This design comes from an exercise in tuning for small area and a short achievable clock period on the open sky130 flow, not from production work. No functional check of the RTL was part of any run shown here. Power and IR drop assume default switching activity.

[flow/abc.script]
strash; dch; map -a; topo; stime -c
[standard.sh]
#!/bin/bash
# synth_recipe.tcl (not shown) runs the flow's synth.tcl, then flattens the netlist and writes it again
# the make line also repeats each setting of config.mk as NAME=value (left out here)
make -C /OpenROAD-flow-scripts/flow DESIGN_CONFIG=/design/flow/config.mk WORK_HOME=/design/flow/orfs CLKGATE_MAP_FILE= SYNTH_SCRIPT=/design/flow/synth_recipe.tcl "${@:-finish}"
[design.v]
module CPU(
	input logic clk,
	input logic [15:0] inM,
	input logic [15:0] instruction,
	input logic reset,
	output logic [15:0] outM,
	output logic writeM,
	output logic [14:0] addressM,
	output logic [14:0] pc
);
	logic [15:0] A, D;
	logic [14:0] PC;
	wire c  = instruction[15];
	wire am = instruction[12];
	wire zx = instruction[11];
	wire nx = instruction[10];
	wire zy = instruction[9];
	wire ny = instruction[8];
	wire f  = instruction[7];
	wire no = instruction[6];
	wire [15:0] x = ({16{~zx}} & D) ^ {16{nx}};
	wire [15:0] y = ((am ? inM : A) & {16{~zy}}) ^ {16{ny}};
	wire [15:0] g = x & y;
	wire [15:0] p = x ^ y;
	wire [15:0] gf = g & {16{f}};
	logic [15:0] G [0:4];
	logic [15:0] P [0:4];
	assign G[0] = gf;
	assign P[0] = p;
	for (genvar l = 0; l < 4; l++) begin : lvl
		for (genvar i = 0; i < 16; i++) begin : bitn
			if ((i >> l) & 1) begin : comb
				localparam int j = ((i >> l) << l) - 1;
				assign G[l+1][i] = G[l][i] | (P[l][i] & G[l][j]);
				assign P[l+1][i] = P[l][i] & P[l][j];
			end else begin : pass
				assign G[l+1][i] = G[l][i];
				assign P[l+1][i] = P[l][i];
			end
		end
	end
	wire [15:0] cin = {G[4][14:0], 1'b0};
	wire [15:0] t = (f ? p : g) ^ {16{no}};
	assign outM = t ^ cin;
	wire zr = (outM == 16'd0);
	wire ng = outM[15];
	wire jmp = c & ((instruction[2] & ng) | (instruction[1] & zr) | (instruction[0] & ~ng & ~zr));
	always_ff @(posedge clk) begin
		if (~c) A <= {1'b0, instruction[14:0]};
		else if (instruction[5]) A <= outM;
		if (c & instruction[4]) D <= outM;
		if (reset) PC <= 15'd0;
		else if (jmp) PC <= A[14:0];
		else PC <= PC + 15'd1;
	end
	assign writeM = c & instruction[3];
	assign addressM = A[14:0];
	assign pc = PC;
endmodule
[flow/run.sh]
#!/bin/bash
# Layout flow: the standard ORFS flow (standard.sh) with two changes:
#  - synthesis maps the logic with the ABC script in flow/abc.script
#    (ORFS's synth.tcl otherwise unchanged; same -nofsm -noshare, flatten and renames)
#  - port buffers are sky130_fd_sc_hd__buf_1 instead of the default choice
set -euo pipefail
W=$PWD
sed "s#log_cmd abc {\*}\$abc_args#log_cmd abc {*}[lreplace \$abc_args 1 1 $W/flow/abc.script]#" \
  "$FLOW_HOME/scripts/synth.tcl" > "$W/synth_custom.tcl"
grep -q "flow/abc.script" "$W/synth_custom.tcl"
sed "s#\$::env(SCRIPTS_DIR)/synth.tcl#$W/synth_custom.tcl#" synth_recipe.tcl > "$W/synth_top.tcl"
grep -q "synth_custom.tcl" "$W/synth_top.tcl"
EXTRA=()
if [[ -f flow/make_args.txt ]]; then mapfile -t EXTRA < <(grep -v '^\s*$' flow/make_args.txt); fi
bash standard.sh SYNTH_SCRIPT="$W/synth_top.tcl" \
  "BUFFER_PORTS_ARGS=-buffer_cell sky130_fd_sc_hd__buf_1" "${EXTRA[@]}" finish > "$W/flow.log" 2>&1
[constraint.sdc]
create_clock -name core_clock -period 12.5 [get_ports {clk}]
set_input_delay 2.5000 -clock core_clock [delete_from_list [all_inputs] [get_ports {clk}]]
set_output_delay 2.5000 -clock core_clock [all_outputs]
set_load 0.01 [all_outputs]
[config.mk]
export PLATFORM = sky130hd
export DESIGN_NAME = CPU
export DESIGN_NICKNAME = CPU
export VERILOG_FILES = /design/flow/design.v
export SDC_FILE = /design/flow/constraint.sdc
export NUM_CORES = 4
export LEC_CHECK = 0
export CAP_MARGIN = 20
export CORE_MARGIN = 2
export CORE_UTILIZATION = 40
export SETUP_SLACK_MARGIN = 5
export SLEW_MARGIN = 20
[flow/make_args.txt]
==> results of run 1 <==
==> kinds of logic after synthesis <==
family | Yosys count | share of synthesized area (%)
XOR/XNOR | 73 | 18.42
AO/OA/AOI/OAI | 79 | 12.58
buffers and inverters | 49 | 7.030
adder cells (fa/ha/maj) | 17 | 6.128
flip-flops | 47 | 36.05
AND/OR/NAND/NOR | 171 | 19.79
==> power by group <==
part           internal, W  total (W)  switching, W
combinational     0.000153   0.000356      0.000203
clock            0.0000507   0.000106     0.0000552
sequential        0.000204   0.000225     0.0000209
==> worst max-delay path: cells and delay by family <==
family	cells	cell delay [ns]
buf+inv	5	0.61
xor+xnor	2	0.41
compound gates	5	1.01
simple gates	3	0.18
fa+ha+maj	1	0.27
==> stage by stage <==
stage,util [%],cells
2_1_floorplan,-,436
3_3_place_gp,46.01,608
3_5_place_dp,46.01,608
4_1_cts,51.89,645
5_1_grt,53.25,654
6_report,53.25,654
==> flip-flops by register name, summed over array words and instances, names as in the netlist <==
| register | flops |
|---|---|
| A | 16 |
| PC | 15 |
| D | 16 |
==> per-layer routing <==
layer	wire, um	global-route usage, %	vias up
li1	-	-	1675
met1	4628	29.26	1557
met2	4835	35.26	129
met3	637	3.669	22
met4	172	5.742	0
met5	0	0	-
==> how the worst max path moves through the flow <==
| stage | end | startpoint |
|---|---|---|
| after floorplan | outM[13] | instruction[12] |
| after global placement | outM[13] | instruction[12] |
| after detailed placement | outM[13] | instruction[12] |
| after CTS | outM[13] | instruction[12] |
| after global routing | outM[13] | instruction[12] |
| final | outM[10] | instruction[12] |
==> cell usage after synthesis (all sizes together) <==
cell,count,area share (%)
xnor2,10,2.5
nor3b,1,0.22
nand2,121,13
a2111oi,1,0.25
buf,16,3.5
or2,1,0.18
nand4,3,0.54
ha,17,6.1
xor2,63,16
nand3b,1,0.22
a31oi,1,0.18
a211oi,4,0.87
o31ai,1,0.22
o21ai,27,3.9
a22oi,3,0.65
a221oi,2,0.50
nor2,23,2.5
nor4,1,0.18
clkinv,33,3.6
o22ai,4,0.72
nand3,12,1.7
dfxtp,16,9.2
edfxtp,31,27
nor3,8,1.2
a311oi,1,0.25
a21oi,35,5.0
==> repair_timing <==
action | in CTS | in global routing
gates resized for setup | 41 | 13
endpoints found under the setup margin | 18 | 15
setup buffers | 30 | 9
pin swaps | 11 | 14
==> layout make-up <==
class                           instances  area share (%)
Clock buffer                            6           2.123
Clock inverter                          1          0.1416
Multi-Input combinational cell        340           48.10
Sequential cell                        47           28.31
Inverter                               33           3.454
Tap cell                              105           2.973
Timing Repair Buffer                  122           14.89
==> results.cfg, run 1 <==
[cts]
cts_tree = built
insertion_delay_ns = 0.30
cts_buffers = 5
path_clk_slew_ns = 0.10
h-tree-depth = 2
clock_path_buffers = 2
cts_hold_buf = 0
cts_root_buf = clkbuf_8
clkSinkCount = 47

[timing]
max-slew-margin-rel_pct = 57.01
post-route-period-util_pct = 60.06
finalSetupTns_ns = 0
skew_ns = 0.01167
setup_violations = 0
final_max_slew_viol_count = 0
rsz0062_at_grt = yes
whs_ns = 0.4977
setup_slack_ns = 4.993
worstMarginPinSlew_ns = 0.6432
final-hold-violation-count = 0
max_freq_mhz = 133.2
fin_crit_ns = 7.507

[power_and_ir_drop]
powerDensity_mw_per_mm2 = 155.6
total_power_w = 0.0006874
p_leak_nw = 1.783
irDropWorstVdd_mv = 0.08365

[drt]
dr_total_vias = 3383
drt_pre_antenna_iters = 4
wl_per_cell_um = 15.71
dr.first_iter.drc_count = 181
drc_errors = 0
via_per_inst = 5.173
drt-total-wl_um = 10270
drtAntennaViolNets = 0

[place]
placed_area_sq_mm = 0.003819
portBuffers = 80
place_hpwl_um = 7314
dp_slack_ns = 3.725
globalplace.congestion = 0.9025

[worst_setup_path]
slowest_delay_ns = 0.28
crit_path_start_kind = input port
r2r-end = PC[12]
r2r_cells = 32
rrSetupSlack_ns = 7.34
timing.rr.start = A[1]
required_ns = 10.00
crit_slowest_cell = a2111oi_4
crit_chain = buf_12, clkinv_8, nand2_4, a21oi_2, xor2_1, ha_1, a21oi_2, clkinv_2, a221oi_4, nor3_2, a2111oi_4, nor2_4, buf_4, a31oi_1, xor2_1, buf_2
end_kind = output port
worst-setup-path-type = input port to output port
path_max_fanout = 7
crit_arrival_ns = 5.01

[final_layout]
fillCellCount = 798
syn_to_final_growth_pct = 27.33
drive_gt1_share_pct = 16.03
final_cell_mix = nand2_1, buf_1, xor2_1, buf_4, edfxtp_1
antenna_cells = 0
finish.instance_area_sq_mm = 0.004419
regArea_sq_mm = 0.001251
multi_input_area_sq_mm = 0.002126
mostFrequentLayoutCell = nand2_1
nets = 600

[logic_synthesis]
synth_cells = 436
yosysWarnings = 3
synth_nets = 487
syn_area_per_cell_sq_um = 7.961
synth-seq-area-share_pct = 36.05
synth_seq_cells = 47
synthesis.area_sq_mm = 0.003471
synthDistinctLibCells = 26

[grt]
antenna_found_initial = 0
track_usage_pct = 21.47
grt_pass1_wl_um = 16300
grt-ovfl-total = 0
grt_max_degree = 28
grt_pass1_vias = 3203

[floorplanning]
ioPinCount = 81
die_y_um = 97.15
initial_core_util_pct = 41.82
dieArea_sq_mm = 0.009438
row_count = 33
core-area_sq_mm = 0.008299
fp.dieW_um = 97.15

[hold_path]
worstHoldStart = PC[0]
min_to = PC[0]
holdPathStages = 1
hold_class = flop to flop

[job]
max-cap-violations = 0

[run_status]
status = timing/DRC/antenna clean
==> run 2, diff against run 1 <==
==> flow/make_args.txt (replaced) <==
SETUP_SLACK_MARGIN=6
--- a/config.mk
+++ b/config.mk
@@ -8,5 +8,4 @@
 export CAP_MARGIN = 20
 export CORE_MARGIN = 2
 export CORE_UTILIZATION = 40
-export SETUP_SLACK_MARGIN = 5
 export SLEW_MARGIN = 20
==> results.cfg, run 2 <==
[timing]
post-route-period-util_pct = 61.74
finalSetupTns_ns = 0
final-hold-violation-count = 0
final_max_slew_viol_count = 0
setup_violations = 0
rsz0062_at_grt = yes
fin_crit_ns = 7.717
max-slew-margin-rel_pct = 56.60
max_freq_mhz = 129.6
worstMarginPinSlew_ns = 0.6510
skew_ns = 0.01064

[power_and_ir_drop]
p_sw_share_pct = 41.08
p_int_w = 0.0004339
p_clk_share_pct = 16.3
irDropWorstVdd_mv = 0.07718
netSwitchingPower_w = 0.0003026
p_leak_nw = 1.935
total_power_w = 0.0007365
power_frac_comb_pct = 53.1
p_seq_share_pct = 30.6
powerDensity_mw_per_mm2 = 154.5

[floorplanning]
fp.dieW_um = 97.15
row_count = 33
dieArea_sq_mm = 0.009438
die_y_um = 97.15
core-area_sq_mm = 0.008299
initial_core_util_pct = 41.82
ioPinCount = 81

[worst_setup_path]
worst-setup-path-type = input port to output port
crit_path_start_kind = input port
path_max_fanout = 8
crit_arrival_ns = 5.22
end_kind = output port
required_ns = 10.00
timing.rr.start = A[3]
startpoint = instruction[12]

[cts]
h-tree-depth = 2
clkSinkCount = 47
insertion_delay_ns = 0.31
path_clk_slew_ns = 0.09
cts_hold_buf = 0
cts_buffers = 5
cts_tree = built
cts_root_buf = clkbuf_8
clock_path_buffers = 2

[logic_synthesis]
async_flop_share_pct = 0
synthDistinctLibCells = 26
synth_seq_cells = 47
synth_cells = 436
synth_largest_area_cell = edfxtp_1
yosysTopAreaCellShare_pct = 26.82
ys_top_cells_by_count = nand2_1, xor2_1, a21oi_1
synth_nets = 487
synth_most_common_cell = nand2_1
syn_area_per_cell_sq_um = 7.961
synth-seq-area-share_pct = 36.05
synth-edff-count = 31
yosysWarnings = 3
synth_ff_type = edfxtp_1
synthesis.area_sq_mm = 0.003471
ys_top_cells_by_area = edfxtp_1, xor2_1, nand2_1

[final_layout]
final_cell_mix = nand2_1, buf_1, xor2_1, buf_4, edfxtp_1
finish.instance_area_sq_mm = 0.004767
drive_gt1_share_pct = 24.46
mostFrequentLayoutCell = nand2_1
nets = 610
instances_no_fill = 665
top_regs = A: 16 flops, D: 16 flops, PC: 15 flops
multi_input_area_sq_mm = 0.002307
regArea_sq_mm = 0.001251
antenna_cells = 0
post-route-util_pct = 57.44
fillCellCount = 758
syn_to_final_growth_pct = 37.35

[drt]
drt-total-wl_um = 11060
via_per_inst = 5.245
drtAntennaViolNets = 0
drc_errors = 0
wl_per_cell_um = 16.63
dr.first_iter.drc_count = 210
dr_total_vias = 3488
drt_pre_antenna_iters = 4

[grt]
antenna_found_initial = 0
grt_max_degree = 28
track_usage_pct = 21.90
grt_pass1_wl_um = 16610
grt-ovfl-total = 0
grt_pass1_vias = 3286

[hold_path]
hold_class = flop to flop
worstHoldStart = PC[7]

[job]
max-cap-violations = 0

[place]
place_inst = 608
placed_area_sq_mm = 0.003964
portBuffers = 80
place_hpwl_um = 7382
globalplace.congestion = 0.8815

[run_status]
status = timing/DRC/antenna clean
run 2: metal layers:
metal / up-vias / wire [um] / track usage [%] / part of all wire, %
li1: 1688 / - / - / -
met1: 1633 / 4930 / 29.36 / 45
met2: 152 / 5295 / 37.39 / 48
met3: 15 / 628 / 2.734 / 5.7
met4: 0 / 203 / 5.742 / 1.8
met5: - / 0 / 0 / 0
run 2: power by group through the flow:
stage / combinational (W) / clock [W] / sequential [W]
2_1_floorplan: 0.000201 / 0 / 0.000227
3_5_place_dp: 0.000275 / 0 / 0.000229
4_1_cts: 0.000339 / 0.000123 / 0.000225
5_1_grt: 0.000421 / 0.000128 / 0.000229
6_report: 0.000391 / 0.000120 / 0.000226
3_3_place_gp: 0.000273 / 0 / 0.000228
run 2: critical path: stages:
cell	delay [ns]
buf_16	0.11
buf_4	0.16
nand2_1	0.05
a21oi_1	0.19
xor2_1	0.17
ha_1	0.28
a21oi_1	0.32
nor2_1	0.10
a2111oi_2	0.29
buf_4	0.19
nor2_4	0.04
clkinv_2	0.07
nor2_2	0.04
a221oi_2	0.19
xor2_1	0.26
clkinv_2	0.12
buf_6	0.14
run 2: per-stage QoR:
step	hold slack, ns	setup WS, ns
2_1_floorplan	0.4908	5.153
3_3_place_gp	0.4723	3.884
3_5_place_dp	0.4933	3.797
4_1_cts	0.5179	4.936
5_1_grt	0.5425	4.664
6_report	0.5179	4.783
run 2: layout make-up:
| cell class | count | share of cell area, % |
|---|---|---|
| repair buffers | 131 | 16.59 |
| inverters | 33 | 3.570 |
| multi-input cells | 341 | 48.40 |
| clock inverters | 3 | 0.9974 |
| well taps | 105 | 2.756 |
| flip-flops and latches | 47 | 26.25 |
| clock buffers | 5 | 1.444 |
run 2: cells by family (layout without fill, tap and decap cells):
logic type | after synthesis | in the layout | share of synthesized area (%)
AO/OA/AOI/OAI | 79 | 79 | 12.58
buffers and inverters | 49 | 172 | 7.030
XOR/XNOR | 73 | 73 | 18.42
adder cells (fa/ha/maj) | 17 | 17 | 6.128
AND/OR/NAND/NOR | 171 | 172 | 19.79
flip-flops | 47 | 47 | 36.05
run 2: what timing repair did:
item                                    4_1_cts  5_1_grt
gates cloned                                  0        1
buffers inserted                             32       16
pin swaps                                    20       12
endpoints found under the setup margin       31       31
gates resized for setup                      51       38
run 2: path summary, 6_finish.rpt:
kind,to,depth (start not counted),slack [ns]
worst max-delay path,outM[13],17,4.78
worst min-delay path,PC[7],2,0.52
worst max register to register,PC[12],26,8.12
worst min register to register,PC[7],2,0.52
==> run 3, diff against run 2 <==
==> flow/abc.script (replaced) <==
strash; dch; map -D 2500; topo; buffer -c; upsize -c; dnsize -c
==> flow/make_args.txt (replaced) <==
--- a/config.mk
+++ b/config.mk
@@ -8,4 +8,5 @@
 export CAP_MARGIN = 20
 export CORE_MARGIN = 2
 export CORE_UTILIZATION = 40
+export SETUP_SLACK_MARGIN = 4.5
 export SLEW_MARGIN = 20
==> results.cfg, run 3 <==
[logic_synthesis]
synthDistinctLibCells = 39
synth_nets = 508
synth_seq_cells = 47
synth_cells = 457
synth_most_common_cell = nand2_1
synthesis.area_sq_mm = 0.003651
synthSimpleGateAreaFrac_pct = 19.60
ys_top_cells_by_count = nand2_1, xor2_1, a21oi_1
synthXorXnorAreaFrac_pct = 17.51
syn_area_per_cell_sq_um = 7.989
ys_top_cells_by_area = edfxtp_1, xor2_1, nand2_1
async_flop_share_pct = 0
synth_largest_area_cell = edfxtp_1
yosysTopAreaCellShare_pct = 25.50
synthMuxAreaShare_pct = 0
synth-seq-area-share_pct = 34.27
synth_ff_type = edfxtp_1
synth_top_family_by_area = simple AND/OR/NAND/NOR gates
yosysWarnings = 3
synth_compound_area_share_pct = 13.61
synth-adder-area-share_pct = 5.826
synth-edff-count = 31

[grt]
grt_pass1_wl_um = 14680
antenna_found_initial = 0
grt_max_degree = 28
grt_pass1_vias = 2885
track_usage_pct = 18.58
grt-ovfl-total = 0

[timing]
final_max_slew_viol_count = 0
rsz0062_at_grt = yes
finalSetupTns_ns = 0
max-slew-margin-rel_pct = 54.94
max_freq_mhz = 127.6
skew_ns = 0.009340
post-route-period-util_pct = 62.70
fin_crit_ns = 7.837
worstMarginPinSlew_ns = 0.6751
final-hold-violation-count = 0
setup_violations = 0

[worst_setup_path]
crit_arrival_ns = 5.34
worst-setup-path-type = input port to output port
required_ns = 10.00
crit_path_start_kind = input port
crit_chain = clkbuf_4, inv_8, nand2_1, a21oi_1, xor2_1, ha_1, a21oi_2, inv_2, a221oi_2, nor3_1, a2111oi_4, nor2_2, inv_2, nor2_1, a221oi_2, xor2_1, inv_1, buf_1
slowest_delay_ns = 0.28
crit_slowest_cell = ha_1
end_kind = output port
path_max_fanout = 18

[run_status]
status = timing/DRC/antenna clean

[place]
place_hpwl_um = 7034
globalplace.congestion = 0.8907
portBuffers = 80
placed_area_sq_mm = 0.003897

[final_layout]
fillCellCount = 897
drive_gt1_share_pct = 7.782
mostFrequentLayoutCell = nand2_1
nets = 564
top_regs = A: 16 flops, D: 16 flops, PC: 15 flops
regArea_sq_mm = 0.001251
final_cell_mix = nand2_1, buf_1, xor2_1, a21oi_1, edfxtp_1
multi_input_area_sq_mm = 0.002079
antenna_cells = 0
finish.instance_area_sq_mm = 0.004046
syn_to_final_growth_pct = 10.83

[cts]
cts_root_buf = clkbuf_8
clkSinkCount = 47
h-tree-depth = 2
clock_path_buffers = 2
cts_buffers = 5
cts_hold_buf = 0
path_clk_slew_ns = 0.10
cts_tree = built
insertion_delay_ns = 0.31

[drt]
dr_total_vias = 3133
via_per_inst = 5.037
drt_pre_antenna_iters = 5
drt-total-wl_um = 9161
wl_per_cell_um = 14.73
drtAntennaViolNets = 0
dr.first_iter.drc_count = 182
drc_errors = 0

[floorplanning]
core-area_sq_mm = 0.008806
fp.dieW_um = 99.54
dieArea_sq_mm = 0.009907
ioPinCount = 81
row_count = 34
initial_core_util_pct = 41.46
die_y_um = 99.54

[hold_path]
hold_class = flop to flop

[power_and_ir_drop]
powerDensity_mw_per_mm2 = 146.6
p_leak_nw = 1.650
irDropWorstVdd_mv = 0.05497

[job]
max-cap-violations = 0
-- run 3: cell types whose count changed after synthesis, sizes merged --
| cell | before | now |
|---|---|---|
| buf | 16 | 23 |
| clkbuf | 0 | 14 |
| clkinv | 33 | 2 |
| inv | 0 | 31 |
-- run 3: power breakdown --
group | internal (W) | switching [W]
clock | 0.0000394 | 0.0000584
combinational | 0.0000952 | 0.000176
sequential | 0.000204 | 0.0000201
-- run 3: area by class of cell --
type	count	area share (%)
Clock inverter	3	0.4638
Timing Repair Buffer	86	8.844
Inverter	33	3.340
Multi-Input combinational cell	340	51.39
Tap cell	108	3.340
Sequential cell	47	30.92
Clock buffer	5	1.701
-- run 3: cells by family after synthesis --
family | count (synthesis)
XOR/XNOR | 73
flip-flops | 47
adder cells (fa/ha/maj) | 17
AO/OA/AOI/OAI | 79
AND/OR/NAND/NOR | 171
buffers and inverters | 70
-- run 3: final timing paths --
path / start / to / slack [ns] / depth (start not counted)
worst max-delay path: instruction[12] / outM[13] / 4.66 / 18
worst min-delay path: PC[0] / PC[0] / 0.50 / 1
worst max register to register: A[1] / PC[12] / 8.47 / 23
worst min register to register: PC[0] / PC[0] / 0.50 / 1
-- run 3: critical path: cells and delay by family --
| kind | cells | cell delay, ns |
|---|---|---|
| buffers and inverters | 6 | 0.77 |
| xor gates and xnor gates | 2 | 0.41 |
| AOI/OAI and AO/OA | 5 | 1.03 |
| and+or+nand+nor | 4 | 0.35 |
| adders and majority gates | 1 | 0.28 |
-- run 3: what timing repair did --
action                     CTS  global route
pin swaps                    0             1
gates resized for setup      5             6
setup buffers                0             3
setup endpoints to repair   12             8
-- run 3: layer usage --
metal  share of wire (%)  GRT usage, %  vias to the layer above
met5                   0             0                        -
met3                 5.0         3.022                        8
met2                  45         29.37                       98
li1                    -             -                     1600
met4                 1.1         4.531                        0
met1                  49         26.61                     1427
-- run 3: metrics by stage --
| step | util (%) | worst slack [ns] | cells | hold slack (ns) | power, W |
|---|---|---|---|---|---|
| 2_1_floorplan | - | 4.980 | 457 | 0.4908 | 0.0004277 |
| 3_3_place_gp | 44.26 | 3.990 | 611 | 0.4702 | 0.0004886 |
| 3_5_place_dp | 44.26 | 3.834 | 611 | 0.4779 | 0.0004928 |
| 4_1_cts | 45.41 | 4.520 | 619 | 0.5015 | 0.0005909 |
| 5_1_grt | 45.95 | 4.417 | 622 | 0.5399 | 0.0006374 |
| 6_report | 45.95 | 4.663 | 622 | 0.4992 | 0.0005934 |
==> run 4, diff against run 3 <==
==> flow/abc.script (replaced) <==
&get -n
&st
&dch
&nf
&st
&syn2
&if -g -K 6
&synch2
&nf
&st
&syn2
&if -g -K 6
&synch2
&nf
&st
&syn2
&if -g -K 6
&synch2
&nf
&st
&syn2
&if -g -K 6
&synch2
&nf
&st
&syn2
&if -g -K 6
&synch2
&nf
&put
buffer -c
topo
stime -c
upsize -c
dnsize -c
==> results.cfg, run 4 <==
[logic_synthesis]
yosysWarnings = 3
synth_ff_type = edfxtp_1
async_flop_share_pct = 0
synthesis.area_sq_mm = 0.004036
synth_largest_area_cell = edfxtp_1
synth_nets = 479
yosysTopAreaCellShare_pct = 23.06
synth_cells = 428
synthDistinctLibCells = 52
syn_area_per_cell_sq_um = 9.431
ys_top_cells_by_area = edfxtp_1, xnor2_1, dfxtp_1
synth-edff-count = 31
synth-seq-area-share_pct = 31.00
synth_seq_cells = 47
ys_top_cells_by_count = nor2_1, xnor2_1, xor2_1
synth_most_common_cell = nor2_1

[floorplanning]
initial_core_util_pct = 41.30
fp.dieW_um = 104.5
core-area_sq_mm = 0.009774
ioPinCount = 81
row_count = 36
die_y_um = 104.5
dieArea_sq_mm = 0.01091

[timing]
setup_slack_ns = 4.578
final_max_slew_viol_count = 0
post-route-period-util_pct = 63.38
worstMarginPinSlew_ns = 0.9618
max-slew-margin-rel_pct = 35.88
fin_crit_ns = 7.922
setup_violations = 0
rsz0062_at_grt = no
max_freq_mhz = 126.2
final-hold-violation-count = 0
finalSetupTns_ns = 0
skew_ns = 0.01132

[final_layout]
top_regs = A: 16 flops, D: 16 flops, PC: 15 flops
final_cell_mix = buf_1, nor2_1, xnor2_1, xor2_1, edfxtp_1
fillCellCount = 993
finish.instance_area_sq_mm = 0.004464
drive_gt1_share_pct = 10.79
syn_to_final_growth_pct = 10.60
nets = 532
antenna_cells = 0
mostFrequentLayoutCell = buf_1

[power_and_ir_drop]
power_frac_comb_pct = 49.3
p_seq_share_pct = 33.8
netSwitchingPower_w = 0.0002686
p_int_w = 0.0003953
irDropWorstVdd_mv = 0.06182
powerDensity_mw_per_mm2 = 148.7
p_clk_share_pct = 16.9
p_sw_share_pct = 40.46
p_leak_nw = 1.746
total_power_w = 0.0006639

[worst_setup_path]
required_ns = 10.00
crit_arrival_ns = 5.42
timing.rr.start = A[3]
crit_path_start_kind = input port
startpoint = instruction[12]
path_max_fanout = 17
worst-setup-path-type = input port to output port
end_kind = output port

[drt]
dr_total_vias = 3202
drt-total-wl_um = 10340
drtAntennaViolNets = 0
dr.first_iter.drc_count = 106
drc_errors = 0
via_per_inst = 5.207
drt_pre_antenna_iters = 4
wl_per_cell_um = 16.81

[place]
globalplace.congestion = 0.8535
placed_area_sq_mm = 0.004312
portBuffers = 80
place_hpwl_um = 7818
dp_slack_ns = 3.740

[hold_path]
hold_class = flop to flop
worstHoldStart = A[15]

[job]
max-cap-violations = 0

[grt]
grt_max_degree = 33
grt-ovfl-total = 0
grt_pass1_wl_um = 16130
antenna_found_initial = 0
track_usage_pct = 18.60
grt_pass1_vias = 3068

[cts]
cts_hold_buf = 0
path_clk_slew_ns = 0.09
h-tree-depth = 2
cts_buffers = 5
clkSinkCount = 47
insertion_delay_ns = 0.31
cts_root_buf = clkbuf_8
clock_path_buffers = 2
cts_tree = built

[run_status]
status = timing/DRC/antenna clean
[run 4: area by class of cell]
class / instances / area, sq um / area share (%)
multi-input cells: 334 / 2542 / 56.95
flip-flops and latches: 47 / 1251 / 28.03
repair buffers: 87 / 377.9 / 8.464
well taps: 133 / 166.4 / 3.728
clock buffers: 7 / 97.59 / 2.186
inverters: 6 / 22.52 / 0.5045
clock inverters: 1 / 6.256 / 0.1401
[run 4: worst max-delay path, stage by stage]
cell	delay, ns
buf_12	0.14
mux2i_1	0.20
nor2_1	0.06
xor2_1	0.15
ha_1	0.36
a21o_1	0.21
a22o_4	0.29
a2111o_1	0.49
a31o_2	0.28
xor2_1	0.14
mux2i_1	0.24
xnor2_2	0.18
buf_2	0.17
[run 4: final timing paths]
kind                                  to  depth (start not counted)  slack [ns]
worst min register to register     A[15]                          2        0.54
worst max-delay path            outM[11]                         13        4.58
worst max register to register    PC[14]                         14        7.38
worst min-delay path               A[15]                          2        0.54
[run 4: cell families after synthesis]
kind of cell / after synthesis / share of synthesized area (%)
flops: 47 / 31.00
compound gates: 54 / 9.393
mux: 52 / 14.54
xor+xnor: 71 / 15.41
buf+inv: 47 / 6.417
simple gates: 140 / 17.98
fa+ha+maj: 17 / 5.270
[run 4: layer usage]
metal  global-route usage [%]  routed length [um]
met3                    2.632                 526
met4                    5.116                 165
met1                    26.18                4881
met2                    29.69                4766
met5                        0                   0
[run 4: stage by stage]
| stage | utilization (%) | hold slack (ns) | cells |
|---|---|---|---|
| finish | 45.67 | 0.5446 | 615 |
| global route | 45.67 | 0.6002 | 615 |
| CTS | 45.31 | 0.5337 | 613 |
| detailed placement | 44.11 | 0.5128 | 605 |
| global placement | 44.11 | 0.4996 | 605 |
| floorplan | - | 0.4819 | 428 |
[run 4: timing repair]
action,in CTS,in global routing
endpoints found under the hold margin,0,0
buffers inserted,0,2
endpoints found under the setup margin,13,3
pin swaps,0,5
gates resized for setup,14,4
[run 4: power by group through the flow]
stage          clock network, W  logic [W]  registers, W
2_1_floorplan                 0   0.000247      0.000226
3_3_place_gp                  0   0.000316      0.000227
3_5_place_dp                  0   0.000320      0.000229
4_1_cts                0.000114   0.000322      0.000225
5_1_grt                0.000120   0.000358      0.000229
6_report               0.000112   0.000327      0.000224
==> run 5, diff against run 4 <==
--- a/design.v
+++ b/design.v
@@ -12,13 +12,14 @@
 	logic [14:0] PC;
 	wire c  = instruction[15];
 	wire am = instruction[12];
-	wire zx = instruction[11];
-	wire nx = instruction[10];
-	wire zy = instruction[9];
-	wire ny = instruction[8];
-	wire f  = instruction[7];
-	wire no = instruction[6];
-	wire [15:0] x = ({16{~zx}} & D) ^ {16{nx}};
+	wire zx = instruction[11] & c;
+	wire nx = instruction[10] & c;
+	wire zy = instruction[9] | ~c;
+	wire ny = instruction[8] & c;
+	wire f  = instruction[7] | ~c;
+	wire no = instruction[6] & c;
+	wire [15:0] xd = c ? (D & {16{~zx}}) : {1'b0, instruction[14:0]};
+	wire [15:0] x = xd ^ {16{nx}};
 	wire [15:0] y = ((am ? inM : A) & {16{~zy}}) ^ {16{ny}};
 	wire [15:0] g = x & y;
 	wire [15:0] p = x ^ y;
@@ -46,8 +47,7 @@
 	wire ng = outM[15];
 	wire jmp = c & ((instruction[2] & ng) | (instruction[1] & zr) | (instruction[0] & ~ng & ~zr));
 	always_ff @(posedge clk) begin
-		if (~c) A <= {1'b0, instruction[14:0]};
-		else if (instruction[5]) A <= outM;
+		if (~c | instruction[5]) A <= outM;
 		if (c & instruction[4]) D <= outM;
 		if (reset) PC <= 15'd0;
 		else if (jmp) PC <= A[14:0];
==> flow/abc.script (replaced) <==
strash; dch; map -a; topo; stime -c
==> results.cfg, run 5 <==
[timing]
skew_ns = 0.01210
setup_violations = 0
setup_slack_ns = 4.651
whs_ns = 0.5294
max-slew-margin-rel_pct = 37.34
worstMarginPinSlew_ns = 0.9376
post-route-period-util_pct = 62.80
finalSetupTns_ns = 0
max_freq_mhz = 127.4
fin_crit_ns = 7.850
final-hold-violation-count = 0
final_max_slew_viol_count = 0
rsz0062_at_grt = no

[place]
portBuffers = 80
place_hpwl_um = 6715
globalplace.congestion = 0.8448
place_inst = 541
dp_slack_ns = 3.462

[worst_setup_path]
crit_slowest_cell = or2_2
slowest_delay_ns = 0.31
end_kind = output port
path_delay_family = buffers and inverters
crit_arrival_ns = 5.35
required_ns = 10.00
critical_path_buf_inv_count = 6
path_common_cell = nor2_4
crit_path_start_kind = input port
crit_chain = buf_4, clkinv_4, nor2_4, buf_4, o21a_1, o21ai_0, xor2_1, ha_1, inv_2, nor2_2, o21ai_2, o21ai_4, inv_2, nor2_4, nor2_4, nor3_4, or2_2, a22oi_2, xor2_2, buf_2
worst-setup-path-type = input port to output port
path_max_fanout = 8

[hold_path]
hold_class = flop to flop

[cts]
h-tree-depth = 2
cts_tree = built
cts_root_buf = clkbuf_8
cts_buffers = 5
clock_path_buffers = 2
clkSinkCount = 47
path_clk_slew_ns = 0.10
cts_hold_buf = 0
insertion_delay_ns = 0.31

[logic_synthesis]
synth_seq_cells = 47
synth_nets = 421
syn_area_per_cell_sq_um = 9.076
yosysTopAreaCellShare_pct = 28.61
yosysWarnings = 3
synth_largest_area_cell = edfxtp_1
async_flop_share_pct = 0
synth-seq-area-share_pct = 37.56
ys_top_cells_by_area = edfxtp_1, xor2_1, dfxtp_1
synth_most_common_cell = xor2_1
ys_top_cells_by_count = xor2_1, nor2_1, nand2_1
synth_ff_type = edfxtp_1
synthDistinctLibCells = 27
synthesis.area_sq_mm = 0.003358
synth_cells = 370
synth-edff-count = 32

[final_layout]
final_cell_mix = buf_1, xor2_1, edfxtp_1, nand2_1
mostFrequentLayoutCell = buf_1
antenna_cells = 0
nets = 515
top_regs = A: 16 flops, D: 16 flops, PC: 15 flops
drive_gt1_share_pct = 13.55
instances_no_fill = 570
syn_to_final_growth_pct = 21.68

[drt]
dr_total_vias = 3059
via_per_inst = 5.367
drc_errors = 0
drt_pre_antenna_iters = 4
dr.first_iter.drc_count = 181
drt-total-wl_um = 9637
drtAntennaViolNets = 0
wl_per_cell_um = 16.91

[floorplanning]
core-area_sq_mm = 0.008175
die_y_um = 95.63
ioPinCount = 81
initial_core_util_pct = 41.08
row_count = 33
fp.dieW_um = 95.63
dieArea_sq_mm = 0.009144

[power_and_ir_drop]
total_power_w = 0.0006279
p_leak_nw = 1.423
irDropWorstVdd_mv = 0.05821
powerDensity_mw_per_mm2 = 153.7

[grt]
antenna_found_initial = 0
grt_pass1_vias = 2787
grt_pass1_wl_um = 14560
grt_max_degree = 37
track_usage_pct = 21.27
grt-ovfl-total = 0

[job]
max-cap-violations = 0

[run_status]
status = timing/DRC/antenna clean
run 5: metal layers:
| layer | wire, um | global-route usage (%) | vias to the layer above |
|---|---|---|---|
| met4 | 159 | 6.548 | 0 |
| met2 | 4574 | 34.56 | 114 |
| li1 | - | - | 1514 |
| met1 | 4299 | 28.99 | 1414 |
| met5 | 0 | 0 | - |
| met3 | 603 | 3.478 | 17 |
run 5: layout make-up:
type | instances | area (sq um)
Sequential cell | 47 | 1261
Tap cell | 105 | 131.4
Fill cell | 792 | 4089
Clock buffer | 6 | 72.57
Clock inverter | 2 | 11.26
Inverter | 27 | 111.4
Multi-Input combinational cell | 282 | 2032
Timing Repair inverter | 1 | 5.005
Timing Repair Buffer | 100 | 461.7
run 5: final timing paths:
path	slack, ns	endpoint	startpoint	cells after the start
worst max-delay path	4.65	outM[13]	instruction[15]	20
worst max register to register	7.72	PC[0]	A[1]	22
worst min register to register	0.53	PC[0]	PC[0]	1
worst min-delay path	0.53	PC[0]	PC[0]	1
run 5: worst register-to-register path, delay by kind of cell (launching register included):
kind | cells | cell delay, ns
simple gates | 9 | 1.81
compound gates | 7 | 1.50
flops | 1 | 0.47
buf+inv | 3 | 0.35
xor+xnor | 2 | 0.30
fa+ha+maj | 1 | 0.27
run 5: cells by family (layout without fill, tap and decap cells):
logic type | count (synthesis) | count (layout) | share of synthesized area [%]
compound gates | 103 | 103 | 19.60
simple gates | 90 | 92 | 11.40
xor+xnor | 63 | 63 | 16.43
flops | 47 | 47 | 37.56
buf+inv | 43 | 136 | 6.595
fa+ha+maj | 17 | 17 | 6.334
mux | 7 | 7 | 2.087
run 5: repair_timing:
action / in CTS / in global routing
hold endpoints to repair: 0 / 0
resized for setup: 17 / 24
pin swaps: 4 / 10
setup endpoints to repair: 12 / 6
cloned: 3 / 0
setup buffers: 8 / 10
run 5: metrics by stage:
step	cell area, sq um	util (%)
CTS	3935	48.13
finish	4086	49.98
global placement	3711	45.39
global route	4086	49.98
floorplan	3385	-
detailed placement	3711	45.39
run 5: power by group:
group          total [W]  internal [W]  switching (W)
Sequential      0.000253      0.000220      0.0000335
Clock          0.0000948     0.0000394      0.0000554
Combinational   0.000280      0.000106       0.000174
==> run 6, diff against run 5 <==
==> design.v (replaced) <==
module CPU(
	input logic clk,
	input logic [15:0] inM,
	input logic [15:0] instruction,
	input logic reset,
	output logic [15:0] outM,
	output logic writeM,
	output logic [14:0] addressM,
	output logic [14:0] pc
);
	logic [15:0] A, D;
	logic [14:0] PC;
	wire c  = instruction[15];
	wire am = instruction[12];
	wire zx = instruction[11];
	wire nx = instruction[10];
	wire zy = instruction[9];
	wire ny = instruction[8];
	wire f  = instruction[7];
	wire no = instruction[6];
	wire kx0 = c & ~(zx ^ nx);
	wire kx1 = c & nx;
	wire kI  = ~c;
	wire ky0 = c & ~(zy ^ ny);
	wire ky1 = c & ny;
	wire kM0 = ky0 & am;
	wire kM1 = ky1 & am;
	wire kA0 = ky0 & ~am;
	wire kA1 = ky1 & ~am;
	wire fe  = f | ~c;
	wire noe = no & c;
	wire [15:0] xi = {1'b0, instruction[14:0]};
	wire [15:0] x = (D & {16{kx0}}) | (~D & {16{kx1}}) | (xi & {16{kI}});
	wire [15:0] y = (A & {16{kA0}}) | (~A & {16{kA1}}) | (inM & {16{kM0}}) | (~inM & {16{kM1}});
	wire [15:0] g = x & y;
	wire [15:0] p = x ^ y;
	wire [15:0] gf = g & {16{fe}};
	wire g0 = gf[1] | (p[1] & gf[0]);
	wire p0 = p[1] & p[0];
	wire g1 = gf[3] | (p[3] & gf[2]);
	wire p1 = p[3] & p[2];
	wire g2 = gf[5] | (p[5] & gf[4]);
	wire p2 = p[5] & p[4];
	wire g3 = gf[7] | (p[7] & gf[6]);
	wire p3 = p[7] & p[6];
	wire g4 = gf[9] | (p[9] & gf[8]);
	wire p4 = p[9] & p[8];
	wire g5 = gf[11] | (p[11] & gf[10]);
	wire p5 = p[11] & p[10];
	wire g6 = gf[13] | (p[13] & gf[12]);
	wire p6 = p[13] & p[12];
	wire g7 = gf[15] | (p[15] & gf[14]);
	wire p7 = p[15] & p[14];
	wire g8 = gf[2] | (p[2] & g0);
	wire p8 = p[2] & p0;
	wire g9 = g1 | (p1 & g0);
	wire p9 = p1 & p0;
	wire g10 = gf[6] | (p[6] & g2);
	wire p10 = p[6] & p2;
	wire g11 = g3 | (p3 & g2);
	wire p11 = p3 & p2;
	wire g12 = gf[10] | (p[10] & g4);
	wire p12 = p[10] & p4;
	wire g13 = g5 | (p5 & g4);
	wire p13 = p5 & p4;
	wire g14 = gf[14] | (p[14] & g6);
	wire p14 = p[14] & p6;
	wire g15 = g7 | (p7 & g6);
	wire p15 = p7 & p6;
	wire g16 = gf[4] | (p[4] & g9);
	wire p16 = p[4] & p9;
	wire g17 = g2 | (p2 & g9);
	wire p17 = p2 & p9;
	wire g18 = g10 | (p10 & g9);
	wire p18 = p10 & p9;
	wire g19 = g11 | (p11 & g9);
	wire p19 = p11 & p9;
	wire g20 = gf[12] | (p[12] & g13);
	wire p20 = p[12] & p13;
	wire g21 = g6 | (p6 & g13);
	wire p21 = p6 & p13;
	wire g22 = g14 | (p14 & g13);
	wire p22 = p14 & p13;
	wire g23 = g15 | (p15 & g13);
	wire p23 = p15 & p13;
	wire g24 = gf[8] | (p[8] & g19);
	wire p24 = p[8] & p19;
	wire g25 = g4 | (p4 & g19);
	wire p25 = p4 & p19;
	wire g26 = g12 | (p12 & g19);
	wire p26 = p12 & p19;
	wire g27 = g13 | (p13 & g19);
	wire p27 = p13 & p19;
	wire g28 = g20 | (p20 & g19);
	wire p28 = p20 & p19;
	wire g29 = g21 | (p21 & g19);
	wire p29 = p21 & p19;
	wire g30 = g22 | (p22 & g19);
	wire p30 = p22 & p19;
	wire g31 = g23 | (p23 & g19);
	wire p31 = p23 & p19;
	wire [15:0] cin = {g30, g29, g28, g27, g26, g25, g24, g19, g18, g17, g16, g9, g8, g0, gf[0], 1'b0};
	wire [15:0] t = (fe ? p : g) ^ {16{noe}};
	assign outM = t ^ cin;
	wire zr = (outM == 16'd0);
	wire ng = outM[15];
	wire jmp = c & ((instruction[2] & ng) | (instruction[1] & zr) | (instruction[0] & ~ng & ~zr));
	always_ff @(posedge clk) begin
		if (~c | instruction[5]) A <= outM;
		if (c & instruction[4]) D <= outM;
		if (reset) PC <= 15'd0;
		else if (jmp) PC <= A[14:0];
		else PC <= PC + 15'd1;
	end
	assign writeM = c & instruction[3];
	assign addressM = A[14:0];
	assign pc = PC;
endmodule
==> results.cfg, run 6 <==
[logic_synthesis]
syn_area_per_cell_sq_um = 7.746
synth_ff_type = edfxtp_1
yosysWarnings = 1
yosysTopAreaCellShare_pct = 27.57
synthesis.area_sq_mm = 0.003486
async_flop_share_pct = 0
synth-seq-area-share_pct = 36.18
synth_seq_cells = 47
ys_top_cells_by_area = edfxtp_1, nand2_1, o21ai_0
synth-edff-count = 32
synth_nets = 501
ys_top_cells_by_count = nand2_1, o21ai_0, clkinv_1
synth_cells = 450
synth_most_common_cell = nand2_1
synth_largest_area_cell = edfxtp_1
synthDistinctLibCells = 24

[floorplanning]
row_count = 34
ioPinCount = 81
fp.dieW_um = 97.35
core-area_sq_mm = 0.008593
die_y_um = 97.35
initial_core_util_pct = 40.56
dieArea_sq_mm = 0.009477

[timing]
setup_violations = 0
skew_ns = 0.005293
whs_ns = 0.5301
post-route-period-util_pct = 62.06
max_freq_mhz = 128.9
rsz0062_at_grt = yes
fin_crit_ns = 7.758
final_max_slew_viol_count = 0
worstMarginPinSlew_ns = 0.9530
max-slew-margin-rel_pct = 36.31
final-hold-violation-count = 0
finalSetupTns_ns = 0

[grt]
grt.met1_usage_pct = 29.64
grt-busiest-layer = met2
grt_max_degree = 31
track_usage_pct = 21.54
globalRouteMet2Util_pct = 35.26
grt_pass1_vias = 3185
grt-ovfl-total = 0
grt_pass1_wl_um = 16380
met3_usage_pct = 2.518
antenna_found_initial = 0

[power_and_ir_drop]
total_power_w = 0.001188
powerDensity_mw_per_mm2 = 285.5
p_leak_nw = 1.546
irDropWorstVdd_mv = 0.1375

[drt]
drtAntennaViolNets = 0
drc_errors = 0
via_per_inst = 5.198
dr.first_iter.drc_count = 196
dr_total_vias = 3368
drt-total-wl_um = 10140
drt_pre_antenna_iters = 4
wl_per_cell_um = 15.65

[cts]
cts_hold_buf = 0
path_clk_slew_ns = 0.10
h-tree-depth = 2
clock_path_buffers = 2
clkSinkCount = 47
cts_root_buf = clkbuf_8
cts_buffers = 5
insertion_delay_ns = 0.31
cts_tree = built

[worst_setup_path]
required_ns = 10.00
r2r-end = PC[1]
crit_arrival_ns = 5.26
worst-setup-path-type = input port to output port
path_max_fanout = 8
crit_path_start_kind = input port
end_kind = output port
timing.rr.start = A[1]
rrSetupSlack_ns = 7.96
r2r_cells = 21

[final_layout]
nets = 590
final_cell_mix = nand2_1, buf_1, o21ai_0, clkinv_1, xor2_1
top_regs = A: 16 flops, D: 16 flops, PC: 15 flops
antenna_cells = 0
post-route-util_pct = 48.43
drive_gt1_share_pct = 9.815
finish.instance_area_sq_mm = 0.004161
syn_to_final_growth_pct = 19.38
mostFrequentLayoutCell = nand2_1

[place]
place_hpwl_um = 7466
placed_area_sq_mm = 0.003836
globalplace.congestion = 0.9795
portBuffers = 80

[hold_path]
worstHoldStart = PC[0]
min_to = PC[0]
hold_class = flop to flop
holdPathStages = 1

[job]
max-cap-violations = 0

[run_status]
status = timing/DRC/antenna clean
run 6: cells by family (layout without fill, tap and decap cells):
logic type	count (synthesis)	count (layout)	synth area share [%]
flops	47	47	36.18
fa+ha+maj	17	17	6.102
xor+xnor	43	43	10.80
buf+inv	62	152	8.399
mux	7	7	2.010
compound gates	102	102	16.15
simple gates	172	172	20.35
run 6: worst max-delay path, stage by stage:
cell and delay, ns:
buf_1 0.13, inv_4 0.09, a21oi_2 0.18, o21ai_4 0.13, nor2_4 0.20, buf_4 0.16
nand2_1 0.04, nand3_1 0.10, ha_1 0.28, a21oi_1 0.14, nor2_1 0.07, nand3_1 0.08
o21ai_0 0.09, nor2_2 0.22, clkinv_1 0.12, nand2_1 0.07, nand2_1 0.08, xor2_1 0.36
buf_1 0.20
run 6: what timing repair did:
item                                    CTS  global route
buffers inserted                         12             4
resized for setup                        18            20
hold endpoints to repair                  0             0
pin swaps                                 5             7
endpoints found under the setup margin   21             9
run 6: area by class of cell:
class | count | area [sq um]
clock buffer | 5 | 68.82
timing repair buffer | 98 | 452.9
clock inverter | 3 | 15.01
fill | 877 | 4432
inverter | 46 | 186.4
sequential | 47 | 1261
multi-input combinational | 341 | 2042
tap | 108 | 135.1
run 6: power breakdown:
| group | switching, W | internal, W |
|---|---|---|
| combinational | 0.000480 | 0.000265 |
| sequential | 0.0000598 | 0.000289 |
| clock | 0.0000558 | 0.0000385 |
run 6: how the worst max path moves through the flow:
stage | start | end | slack, ns | depth (start not counted)
finish | instruction[8] | outM[12] | 4.74 | 19
global route | instruction[8] | outM[13] | 4.47 | 20
CTS | instruction[12] | outM[15] | 4.50 | 16
detailed placement | instruction[15] | outM[13] | 3.18 | 21
global placement | instruction[15] | outM[15] | 3.32 | 20
floorplan | instruction[15] | outM[13] | 4.54 | 19
run 6: routing by layer:
metal  wire length, um  part of all wire (%)
met2              4823                    48
met5                 0                     0
met1              4574                    45
met3               518                   5.1
met4               222                   2.2
run 6: stage by stage:
step / setup WS [ns] / std cells
after global routing: 4.472 / 648
after floorplan: 4.545 / 450
after CTS: 4.501 / 644
after global placement: 3.319 / 624
after detailed placement: 3.176 / 624
final: 4.742 / 648
==> run 7, diff against run 6 <==
==> flow/make_args.txt (replaced) <==
ADDER_MAP_FILE=
==> results.cfg, run 7 <==
[grt]
track_usage_pct = 21.93
grt_pass1_vias = 3241
grt-ovfl-total = 0
grt_pass1_wl_um = 15340
antenna_found_initial = 0
grt_max_degree = 18

[timing]
whs_ns = 0.5603
final_max_slew_viol_count = 0
max_freq_mhz = 127.3
post-route-period-util_pct = 62.83
final-hold-violation-count = 0
rsz0062_at_grt = yes
max-slew-margin-rel_pct = 34.78
worstMarginPinSlew_ns = 0.9773
setup_violations = 0
finalSetupTns_ns = 0
fin_crit_ns = 7.854
skew_ns = 0.007780

[power_and_ir_drop]
power_frac_comb_pct = 43.8
powerDensity_mw_per_mm2 = 163.8
p_int_w = 0.0003936
netSwitchingPower_w = 0.0002831
p_sw_share_pct = 41.84
p_clk_share_pct = 17.5
irDropWorstVdd_mv = 0.08407
p_leak_nw = 1.462
p_seq_share_pct = 38.6

[worst_setup_path]
path_max_fanout = 14
crit_slowest_cell = a221oi_4
worst-setup-path-type = input port to output port
crit_arrival_ns = 5.35
crit_path_start_kind = input port
end_kind = output port
crit_chain = clkbuf_2, buf_6, clkinv_8, buf_4, nor2_4, clkinv_2, nand2_1, a21oi_2, nand3_1, o311ai_4, a221oi_4, nor4_1, nor2_1, o21ai_1, xnor2_1, buf_2
required_ns = 10.00
slowest_delay_ns = 0.37

[final_layout]
final_cell_mix = nand2_1, buf_1, nor2_1, clkinv_1, a21oi_1
mostFrequentLayoutCell = nand2_1
top_regs = A: 16 flops, D: 16 flops, PC: 15 flops
finish.instance_area_sq_mm = 0.004133
drive_gt1_share_pct = 13.15
antenna_cells = 0
syn_to_final_growth_pct = 23.62
nets = 588

[logic_synthesis]
synth-seq-area-share_pct = 37.72
yosysTopAreaCellShare_pct = 28.74
async_flop_share_pct = 0
syn_area_per_cell_sq_um = 7.332
synth_most_common_cell = nand2_1
ys_top_cells_by_count = nand2_1, nor2_1, clkinv_1
synthesis.area_sq_mm = 0.003343
synthDistinctLibCells = 29
synth_ff_type = edfxtp_1
synth_cells = 456
ys_top_cells_by_area = edfxtp_1, nand2_1, nor2_1
synth_largest_area_cell = edfxtp_1
synth_seq_cells = 47
synth-edff-count = 32
synth_nets = 490
yosysWarnings = 1

[run_status]
status = timing/DRC/antenna clean

[cts]
h-tree-depth = 2
cts_root_buf = clkbuf_8
cts_tree = built
clkSinkCount = 47
clock_path_buffers = 2
cts_hold_buf = 0
cts_buffers = 5
insertion_delay_ns = 0.31
path_clk_slew_ns = 0.10

[floorplanning]
dieArea_sq_mm = 0.009105
ioPinCount = 81
fp.dieW_um = 95.42
die_y_um = 95.42
core-area_sq_mm = 0.008175
initial_core_util_pct = 40.89
row_count = 33

[drt]
drt_pre_antenna_iters = 5
drtAntennaViolNets = 0
via_per_inst = 5.355
drc_errors = 0
wl_per_cell_um = 15.62
dr.first_iter.drc_count = 206
drt-total-wl_um = 10310
dr_total_vias = 3534

[place]
portBuffers = 80
globalplace.congestion = 0.8733
place_hpwl_um = 7164
placed_area_sq_mm = 0.003677

[hold_path]
hold_class = flop to flop

[job]
max-cap-violations = 0
run 7: worst max-delay path, delay by kind of cell:
kind                   cells  cell delay [ns]
XOR/XNOR                   1             0.18
AO/OA/AOI/OAI              4             0.69
AND/OR/NAND/NOR            5             0.97
buffers and inverters      6             0.99
run 7: power by group through the flow:
stage | Combinational (W) | Sequential (W) | Clock [W]
finish | 0.000297 | 0.000261 | 0.000119
global route | 0.000329 | 0.000266 | 0.000129
CTS | 0.000280 | 0.000260 | 0.000122
detailed placement | 0.000257 | 0.000264 | 0
global placement | 0.000253 | 0.000264 | 0
floorplan | 0.000197 | 0.000253 | 0
run 7: final cells by class:
class | count | area (sq um)
Fill cell | 824 | 4043
Multi-Input combinational cell | 346 | 1914
Sequential cell | 47 | 1261
Tap cell | 105 | 131.4
Timing Repair Buffer | 106 | 508.0
Clock buffer | 5 | 68.82
Clock inverter | 3 | 47.55
Inverter | 48 | 201.4
run 7: metal layers:
layer / track usage, % / vias to the layer above / wire length (um)
li1: - / 1751 / -
met2: 37.62 / 144 / 4846
met5: 0 / - / 0
met4: 8.095 / 0 / 243
met1: 28.14 / 1616 / 4505
met3: 3.004 / 23 / 716
run 7: worst paths after layout:
check / endpoint / cells past startpoint / startpoint / slack, ns
worst max-delay path: outM[13] / 16 / instruction[15] / 4.65
worst min-delay path: PC[0] / 1 / PC[0] / 0.56
worst max register to register: PC[2] / 23 / A[5] / 7.89
worst min register to register: PC[0] / 1 / PC[0] / 0.56
run 7: what timing repair did:
item / in CTS / in global routing
pin swaps: 6 / 14
cloned: 1 / 1
setup buffers: 13 / 11
endpoints found under the setup margin: 26 / 9
gates resized for setup: 20 / 28
run 7: logic make-up (layout without fill, tap and decap cells):
logic type                after synthesis  after routing  share of synthesized area [%]
DFF                                    47             47                          37.72
and+or+nand+nor                       202            203                          24.14
AOI/OAI and AO/OA                     107            107                          19.72
buffers and inverters                  64            162                          8.982
xor gates and xnor gates               36             36                          9.431
run 7: per-stage QoR:
step / instances / power, W / utilization (%) / setup slack, ns
finish: 660 / 0.0006767 / 50.55 / 4.646
global route: 660 / 0.0007248 / 50.55 / 4.499
CTS: 648 / 0.0006621 / 48.61 / 4.487
detailed placement: 626 / 0.0005202 / 44.98 / 3.000
global placement: 626 / 0.0005172 / 44.98 / 3.230
floorplan: 456 / 0.0004508 / - / 4.537
==> run 8, diff against run 7 <==
--- a/design.v
+++ b/design.v
@@ -18,23 +18,11 @@
 	wire ny = instruction[8];
 	wire f  = instruction[7];
 	wire no = instruction[6];
-	wire kx0 = c & ~(zx ^ nx);
-	wire kx1 = c & nx;
-	wire kI  = ~c;
-	wire ky0 = c & ~(zy ^ ny);
-	wire ky1 = c & ny;
-	wire kM0 = ky0 & am;
-	wire kM1 = ky1 & am;
-	wire kA0 = ky0 & ~am;
-	wire kA1 = ky1 & ~am;
-	wire fe  = f | ~c;
-	wire noe = no & c;
-	wire [15:0] xi = {1'b0, instruction[14:0]};
-	wire [15:0] x = (D & {16{kx0}}) | (~D & {16{kx1}}) | (xi & {16{kI}});
-	wire [15:0] y = (A & {16{kA0}}) | (~A & {16{kA1}}) | (inM & {16{kM0}}) | (~inM & {16{kM1}});
+	wire [15:0] x = ({16{~zx}} & D) ^ {16{nx}};
+	wire [15:0] y = ((am ? inM : A) & {16{~zy}}) ^ {16{ny}};
 	wire [15:0] g = x & y;
 	wire [15:0] p = x ^ y;
-	wire [15:0] gf = g & {16{fe}};
+	wire [15:0] gf = g & {16{f}};
 	wire g0 = gf[1] | (p[1] & gf[0]);
 	wire p0 = p[1] & p[0];
 	wire g1 = gf[3] | (p[3] & gf[2]);
@@ -100,13 +88,14 @@
 	wire g31 = g23 | (p23 & g19);
 	wire p31 = p23 & p19;
 	wire [15:0] cin = {g30, g29, g28, g27, g26, g25, g24, g19, g18, g17, g16, g9, g8, g0, gf[0], 1'b0};
-	wire [15:0] t = (fe ? p : g) ^ {16{noe}};
+	wire [15:0] t = (f ? p : g) ^ {16{no}};
 	assign outM = t ^ cin;
 	wire zr = (outM == 16'd0);
 	wire ng = outM[15];
 	wire jmp = c & ((instruction[2] & ng) | (instruction[1] & zr) | (instruction[0] & ~ng & ~zr));
 	always_ff @(posedge clk) begin
-		if (~c | instruction[5]) A <= outM;
+		if (~c) A <= {1'b0, instruction[14:0]};
+		else if (instruction[5]) A <= outM;
 		if (c & instruction[4]) D <= outM;
 		if (reset) PC <= 15'd0;
 		else if (jmp) PC <= A[14:0];
==> results.cfg, run 8 <==
[drt]
wl_per_cell_um = 13.90
dr.first_iter.drc_count = 154
drt_pre_antenna_iters = 4
drt-total-wl_um = 9243
dr_total_vias = 3285
drc_errors = 0
via_per_inst = 4.940
drtAntennaViolNets = 0

[final_layout]
top_regs = A: 16 flops, D: 16 flops, PC: 15 flops
fillCellCount = 883
drive_gt1_share_pct = 10.95
post-route-util_pct = 47.86
syn_to_final_growth_pct = 17.77
regArea_sq_mm = 0.001251
antenna_cells = 0
multi_input_area_sq_mm = 0.002044
mostFrequentLayoutCell = nand2_1
final_cell_mix = nand2_1, nor2_1, buf_1, xor2_1, o21ai_0
nets = 590

[place]
portBuffers = 80
globalplace.congestion = 0.8833
place_hpwl_um = 7026

[logic_synthesis]
synth_ff_type = edfxtp_1
synthesis.area_sq_mm = 0.003492
synth_largest_area_cell = edfxtp_1
synth_seq_cells = 47
synthDistinctLibCells = 23
yosysWarnings = 1
yosysTopAreaCellShare_pct = 26.66
synth_cells = 475
ys_top_cells_by_area = edfxtp_1, xor2_1, nand2_1
synth_most_common_cell = nand2_1
synth-edff-count = 31
syn_area_per_cell_sq_um = 7.352
ys_top_cells_by_count = nand2_1, nor2_1, xor2_1
synth-seq-area-share_pct = 35.83
async_flop_share_pct = 0
synth_nets = 509

[timing]
post-route-period-util_pct = 61.90
final-hold-violation-count = 0
fin_crit_ns = 7.737
rsz0062_at_grt = no
worstMarginPinSlew_ns = 0.8786
max-slew-margin-rel_pct = 41.43
max_freq_mhz = 129.3
finalSetupTns_ns = 0
final_max_slew_viol_count = 0
setup_violations = 0
skew_ns = 0.004464

[grt]
grt-ovfl-total = 0
track_usage_pct = 19.36
grt_pass1_wl_um = 14900
grt_pass1_vias = 2927
antenna_found_initial = 0
grt_max_degree = 36

[worst_setup_path]
crit_path_start_kind = input port
critical_path_buf_inv_count = 4
crit_chain = buf_4, or2_2, o211ai_1, xor2_1, nand2_1, clkinv_1, nor2_1, a311o_2, nand2_1, nor3_2, a2111oi_4, buf_4, nor3_1, nor2_1, xor2_2, buf_1
path_delay_family = simple AND/OR/NAND/NOR gates
crit_slowest_cell = a311o_2
worst-setup-path-type = input port to output port
slowest_delay_ns = 0.39
crit_arrival_ns = 5.24
end_kind = output port
path_max_fanout = 17
required_ns = 10.00

[cts]
cts_root_buf = clkbuf_8
cts_tree = built
insertion_delay_ns = 0.30
clock_path_buffers = 2
cts_buffers = 5
h-tree-depth = 2
clkSinkCount = 47
path_clk_slew_ns = 0.09

[power_and_ir_drop]
powerDensity_mw_per_mm2 = 142.1
irDropWorstVdd_mv = 0.06724
p_leak_nw = 1.561

[floorplanning]
dieArea_sq_mm = 0.009494
core-area_sq_mm = 0.008593
ioPinCount = 81
initial_core_util_pct = 40.64
fp.dieW_um = 97.44
die_y_um = 97.44
row_count = 34

[job]
max-cap-violations = 0

[run_status]
status = timing/DRC/antenna clean

[hold_path]
hold_class = flop to flop
==> run 8: cells by family after synthesis <==
group / synth area share [%]
xor+xnor: 17.05
compound gates: 13.04
simple gates: 25.58
buf+inv: 8.492
flops: 35.83
==> run 8: power breakdown <==
part / total (W) / internal, W / switching, W
Combinational: 0.000264 / 0.0000966 / 0.000167
Clock: 0.000101 / 0.0000459 / 0.0000547
Sequential: 0.000220 / 0.000202 / 0.0000181
==> run 8: final cells by class <==
| class | instances | share of cell area [%] |
|---|---|---|
| Sequential cell | 47 | 30.42 |
| Timing Repair Buffer | 90 | 9.340 |
| Clock inverter | 1 | 0.2130 |
| Clock buffer | 7 | 2.099 |
| Inverter | 47 | 4.929 |
| Multi-Input combinational cell | 365 | 49.71 |
| Tap cell | 108 | 3.286 |
==> run 8: timing repair <==
action	in CTS	in global routing
endpoints found under the hold margin	0	0
resized for setup	13	18
hold buffers	0	0
endpoints found under the setup margin	11	8
pin swaps	1	6
setup buffers	2	5
==> run 8: final timing paths <==
path | from | endpoint | slack (ns) | cells after the start
max reg2reg | A[2] | PC[4] | 7.57 | 23
min reg2reg | PC[0] | PC[0] | 0.53 | 1
min | PC[0] | PC[0] | 0.53 | 1
max | instruction[12] | outM[13] | 4.76 | 16
==> run 8: stage by stage <==
stage	setup WS [ns]	area [sq um]	total power, W	hold slack, ns	instances
final	4.763	4113	0.0005844	0.5303	665
after global routing	4.483	4113	0.0006277	0.5596	665
after CTS	4.540	3984	0.0005665	0.5322	660
after detailed placement	3.521	3836	0.0004598	0.5090	650
after global placement	3.735	3836	0.0004569	0.4878	650
after floorplan	4.674	3498	0.0003945	0.4932	475
==> run 8: routing by layer <==
| metal | GRT usage [%] | up-vias | part of all wire, % |
|---|---|---|---|
| li1 | - | 1698 | - |
| met1 | 27.86 | 1472 | 48 |
| met2 | 30.13 | 99 | 45 |
| met3 | 2.734 | 16 | 4.9 |
| met4 | 6.090 | 0 | 2.7 |
| met5 | 0 | - | 0 |

## port drivers added, routing unchanged
Ports are ideal in the flow. The routed layouts listed here were re-timed in OpenROAD. Step 1: set_driving_cell puts a clkbuf_16 on clk and a buf_2 on each other input, an assumption about the parent block. Step 2, shift: input delay + t, output delay - t, t = (earliest + latest rising clock arrival at the registers) / 2. This alone moves slack from input paths to output paths. a / b / c = no drivers / after step 1 / after step 2; a / b = the first two.
| run | shift t [ns] | setup slack, ns | worst hold slack (ns) | clock arrival spread, ns | worst register clock-pin slew, ns |
|---|---|---|---|---|---|
| run 1 | 0.330 | 4.993 / 4.932 / 4.932 | 0.498 / 0.498 / 0.498 | 0.011 / 0.011 | 0.10 / 0.10 |
| run 2 | 0.336 | 4.783 / 4.697 / 4.697 | 0.518 / 0.518 / 0.518 | 0.010 / 0.011 | 0.10 / 0.10 |
| run 3 | 0.335 | 4.663 / 4.632 / 4.632 | 0.499 / 0.499 / 0.499 | 0.009 / 0.009 | 0.10 / 0.10 |
| run 4 | 0.335 | 4.578 / 4.517 / 4.517 | 0.545 / 0.545 / 0.545 | 0.012 / 0.011 | 0.11 / 0.11 |
| run 5 | 0.340 | 4.651 / 4.616 / 4.616 | 0.529 / 0.529 / 0.529 | 0.013 / 0.012 | 0.10 / 0.10 |
| run 6 | 0.338 | 4.742 / 4.704 / 4.704 | 0.530 / 0.530 / 0.530 | 0.005 / 0.005 | 0.10 / 0.10 |
| run 7 | 0.336 | 4.646 / 4.620 / 4.620 | 0.560 / 0.560 / 0.560 | 0.008 / 0.008 | 0.10 / 0.10 |
| run 8 | 0.327 | 4.763 / 4.734 / 4.734 | 0.530 / 0.530 / 0.530 | 0.004 / 0.005 | 0.09 / 0.09 |
After both steps setup and hold are still met in every run listed. The setup slack of run 2, which loses most, moves by -0.086 ns with the drivers and by -0.086 ns with both steps.
